Source: an optimization exercise on an open RTL-to-GDS flow (aim: small area). Production flows keep margins and buffers that such runs may drop.
In this exercise RTL edits were held to simulation tests only and were not proved equivalent to the original.
The flow treats the clock pin as an ideal source. Dropping or thinning the clock tree relies on that and would not hold on a real chip.
Power figures rest on the tool's default switching activity, not on a simulated workload.

build 88:
==> flow/design.v <==
module IR_decoder( input wire FPGA_CLK, input wire FPGA_RST, input wire IR,output reg [3:0] DIG, output reg [7:0] SEG);
	wire clk = FPGA_CLK;
	wire rst_n = FPGA_RST;
	reg irda_reg0_n, irda_reg1, irda_reg2_n;
	always @(posedge clk) begin
		irda_reg0_n <= ~(IR & rst_n);
		irda_reg1 <= ~irda_reg0_n & rst_n;
		irda_reg2_n <= ~(irda_reg1 & rst_n);
	end
	wire irda_reg2 = ~irda_reg2_n;
	wire neg  = irda_reg2 & ~irda_reg1;
	wire pos  = ~irda_reg2 & irda_reg1;
	wire chng = irda_reg2 ^ irda_reg1;
	localparam [10:0] PRE_START = 11'b10100011000;
	localparam [10:0] PRE_INV = 11'b01010101010;
	reg [10:0] pre_q;
	wire [10:0] pre = pre_q ^ PRE_INV;
	wire tick = &{pre[9:8], pre[6:4], pre[2:0]};
	always @(posedge clk)
		if (!rst_n | chng | tick) pre_q <= PRE_START ^ PRE_INV;
		else pre_q <= {pre[9:0], ~(pre[10] ^ pre[8])} ^ PRE_INV;
	reg [8:0] tcnt;
	wire leader_ok;
	wire [8:0] tcnt_c = {tcnt_c[7:0] & tcnt[7:0], tick};
	always @(posedge clk)
		if (!rst_n | chng) tcnt <= 9'd326 | {1'b0, rst_n & leader_ok, 6'b000000, rst_n & leader_ok};
		else tcnt <= tcnt ^ tcnt_c;
	wire check_9ms = ((tcnt >= 9'd32) & (tcnt <= 9'd110));
	wire check_4ms = check_9ms;
	wire low  = ((tcnt >= 9'd333) & (tcnt <= 9'd351));
	wire high = ((tcnt >= 9'd365) & (tcnt <= 9'd383));
	localparam IDLE = 2'd1, LEADER_9 = 2'd2, LEADER_4 = 2'd3, DATA_STATE = 2'd0;
	reg [1:0] cs;
	reg [1:0] ns;
	reg [2:0] byte_cnt;
	reg [2:0] bit_cnt;
	reg error_flag;
	wire cnt32 = (byte_cnt == 3'b110) & (bit_cnt == 3'd0);
	wire byte2 = byte_cnt[1] & ~byte_cnt[2];
	always @(*) begin
		if (cs == IDLE)          ns = irda_reg1 ? IDLE : LEADER_9;
		else if (cs == LEADER_9) ns = pos ? (check_9ms ? LEADER_4 : IDLE) : LEADER_9;
		else if (cs == LEADER_4) ns = neg ? (check_4ms ? DATA_STATE : IDLE) : LEADER_4;
		else                     ns = ((cnt32 & irda_reg2 & irda_reg1) | error_flag) ? IDLE : DATA_STATE;
	end
	assign leader_ok = (cs == LEADER_9) & pos & check_9ms;
	always @(posedge clk)
		if (!rst_n) cs <= IDLE;
		else cs <= ns;
	wire in_data = (cs == DATA_STATE);
	wire [2:0] bit_cnt_c = {bit_cnt_c[1:0] & bit_cnt[1:0], neg};
	always @(posedge clk) begin
		if (!in_data) begin
			byte_cnt <= 3'b000;
			bit_cnt <= 3'd0;
			error_flag <= 1'b0;
		end else begin
			bit_cnt <= bit_cnt ^ bit_cnt_c;
			if (neg & (bit_cnt == 3'd7)) byte_cnt <= {byte_cnt[1:0], ~byte_cnt[2]};
			if ((pos & !low) | (neg & !low & !high)) error_flag <= 1'b1;
		end
	end
	localparam [3:0] DEAD = 4'b0001;
	reg [3:0] cmd;
	wire cap = neg & byte2;
	wire [31:0] kill_b1 = 32'b01111011010101011010111110101111;
	always @(posedge clk)
		if (cap)
			case (bit_cnt)
				3'd4:    cmd <= cmd[3] ? DEAD : {cmd[2:0], high};
				3'd5:    cmd <= high ? DEAD : cmd;
				3'd6:    cmd <= kill_b1[{cmd, high}] ? DEAD : cmd;
				3'd7:    cmd <= high ? DEAD : cmd;
				default: cmd <= {cmd[2:0], high};
			endcase
	reg [3:0] key;
	always @(posedge clk)
		if (rst_n & cnt32 & irda_reg1)
			key <= cmd;
	wire [15:0] seg0 = 16'h0055, seg1 = 16'h08a2, seg2 = 16'h000a, seg3 = 16'h1177,
	            seg4 = 16'hd5d5, seg5 = 16'hc149, seg6 = 16'h7171;
	always @(*) begin
		DIG = 4'b0000;
		SEG = {1'b1, seg6[key], seg5[key], seg4[key], seg3[key], seg2[key], seg1[key], seg0[key]};
	end
endmodule
==> flow/config.mk <==
export PLATFORM = sky130hd
export DESIGN_NAME = IR_decoder
export DESIGN_NICKNAME = IR_decoder
export VERILOG_FILES = /design/flow/design.v
export SDC_FILE = /design/flow/constraint.sdc
export NUM_CORES = 4
export LEC_CHECK = 0
export CAP_MARGIN = 20
export CORE_MARGIN = 2
export CORE_UTILIZATION = 35
export PLACE_DENSITY = 0.85
export SLEW_MARGIN = 20
==> flow/constraint.sdc <==
create_clock -name core_clock -period 10.0 [get_ports {FPGA_CLK}]
set_input_delay 2.0000 -clock core_clock [delete_from_list [all_inputs] [get_ports {FPGA_CLK}]]
set_output_delay 2.0000 -clock core_clock [all_outputs]
set_load 0.01 [all_outputs]
standard.sh (not shown) runs the stock make flow with config.mk's settings and CLKGATE_MAP_FILE= SYNTH_SCRIPT=/design/flow/synth_recipe.tcl, a recipe that flattens the netlist after the stock synthesis.
==> flow/flow/run.sh <==
#!/bin/bash
# Own layout flow: the standard ORFS flow with
#  - area-oriented ABC mapping in synthesis (flow/my_synth.tcl) and no
#    separate half/full-adder mapping, so ABC sees all the logic,
#  - one tie cell for all constant outputs (flow/onetie.tcl after floorplan),
#  - buf_1 port buffers,
#  - a clock tree of two clkbuf_8 that the clock port drives, each for
#    half of the registers (flow/mycts.tcl after CTS).
set -euo pipefail
HERE=$(pwd)
export BUFFER_PORTS_ARGS="-buffer_cell sky130_fd_sc_hd__buf_1"
export CTS_ARGS="-sink_clustering_enable -sink_clustering_size 60 -sink_clustering_max_diameter 300 -buf_list sky130_fd_sc_hd__clkbuf_4 -root_buf sky130_fd_sc_hd__clkbuf_4 -dont_use_dummy_load -repair_clock_nets"
export POST_FLOORPLAN_TCL=$HERE/flow/post_floorplan.tcl
export POST_CTS_TCL=$HERE/flow/post_cts.tcl
export MYCTS_GROUPS=2
export MYCTS_CELL=sky130_fd_sc_hd__clkbuf_8
bash standard.sh SYNTH_SCRIPT=$HERE/flow/my_synth.tcl ADDER_MAP_FILE= SKIP_REPAIR_TIE_FANOUT=1 finish > $HERE/standard_flow.log 2>&1
Other scripts of this flow, unchanged in this note and not shown: flow/flow/abc_area.script, flow/flow/my_synth.tcl, flow/flow/mycts.tcl, flow/flow/onetie.tcl, flow/flow/post_cts.tcl, flow/flow/post_floorplan.tcl
[inputs] trial 36 vs build 88
--- a/flow/design.v
+++ b/flow/design.v
@@ -19,17 +19,16 @@
 	always @(posedge clk)
 		if (!rst_n | chng | tick) pre_q <= PRE_START ^ PRE_INV;
 		else pre_q <= {pre[9:0], ~(pre[10] ^ pre[8])} ^ PRE_INV;
 	reg [8:0] tcnt;
-	wire leader_ok;
 	wire [8:0] tcnt_c = {tcnt_c[7:0] & tcnt[7:0], tick};
 	always @(posedge clk)
-		if (!rst_n | chng) tcnt <= 9'd326 | {1'b0, rst_n & leader_ok, 6'b000000, rst_n & leader_ok};
+		if (!rst_n | chng) tcnt <= 9'd320;
 		else tcnt <= tcnt ^ tcnt_c;
-	wire check_9ms = ((tcnt >= 9'd32) & (tcnt <= 9'd110));
-	wire check_4ms = check_9ms;
-	wire low  = ((tcnt >= 9'd333) & (tcnt <= 9'd351));
-	wire high = ((tcnt >= 9'd365) & (tcnt <= 9'd383));
+	wire check_9ms = ((tcnt >= 9'd26) & (tcnt <= 9'd104));
+	wire check_4ms = ((tcnt >= 9'd409) & (tcnt <= 9'd487));
+	wire low  = ((tcnt >= 9'd327) & (tcnt <= 9'd345));
+	wire high = ((tcnt >= 9'd359) & (tcnt <= 9'd377));
 	localparam IDLE = 2'd1, LEADER_9 = 2'd2, LEADER_4 = 2'd3, DATA_STATE = 2'd0;
 	reg [1:0] cs;
 	reg [1:0] ns;
 	reg [2:0] byte_cnt;
@@ -42,9 +41,8 @@
 		else if (cs == LEADER_9) ns = pos ? (check_9ms ? LEADER_4 : IDLE) : LEADER_9;
 		else if (cs == LEADER_4) ns = neg ? (check_4ms ? DATA_STATE : IDLE) : LEADER_4;
 		else                     ns = ((cnt32 & irda_reg2 & irda_reg1) | error_flag) ? IDLE : DATA_STATE;
 	end
-	assign leader_ok = (cs == LEADER_9) & pos & check_9ms;
 	always @(posedge clk)
 		if (!rst_n) cs <= IDLE;
 		else cs <= ns;
 	wire in_data = (cs == DATA_STATE);
### Flow results
Trial 36 vs. build 88: longest individual stage delay on the worst path shows no meaningful change, area of the die shows an increase of 0.68%, maximum clock rate shows an increase of about 2.1%.
As of trial 36, standby leakage power had risen slightly compared to build 88.
The met2 track demand over resource in global routing number comes out lower for build 88 vs trial 36.
No run of this note takes its clock network from TritonCTS; it comes from the design's own scripts or RTL.

[what the ideal ports hide]
No port has a modelled driver above. Below, the same layouts with a new extraction and two added sets of constraints. Step 1, drivers: a clkbuf_16 drives FPGA_CLK and a buf_2 each remaining input, both assumed. Step 2 also shifts input and output timing later by t, the mid clock arrival at the registers, as if the neighbouring blocks saw the same clock. a / b / c = ideal / step 1 / step 2; a / b = the first two.
run	t, ns	setup slack, ns	latest minus earliest clock arrival (ns)	worst slew at a driven data input, ns
build 88	0.195	6.486 / 6.454 / 6.649	0.007 / 0.006	0.03
trial 36	0.203	6.559 / 6.522 / 6.725	0.002 / 0.002	0.03
After both steps setup and hold are still met in every run listed.
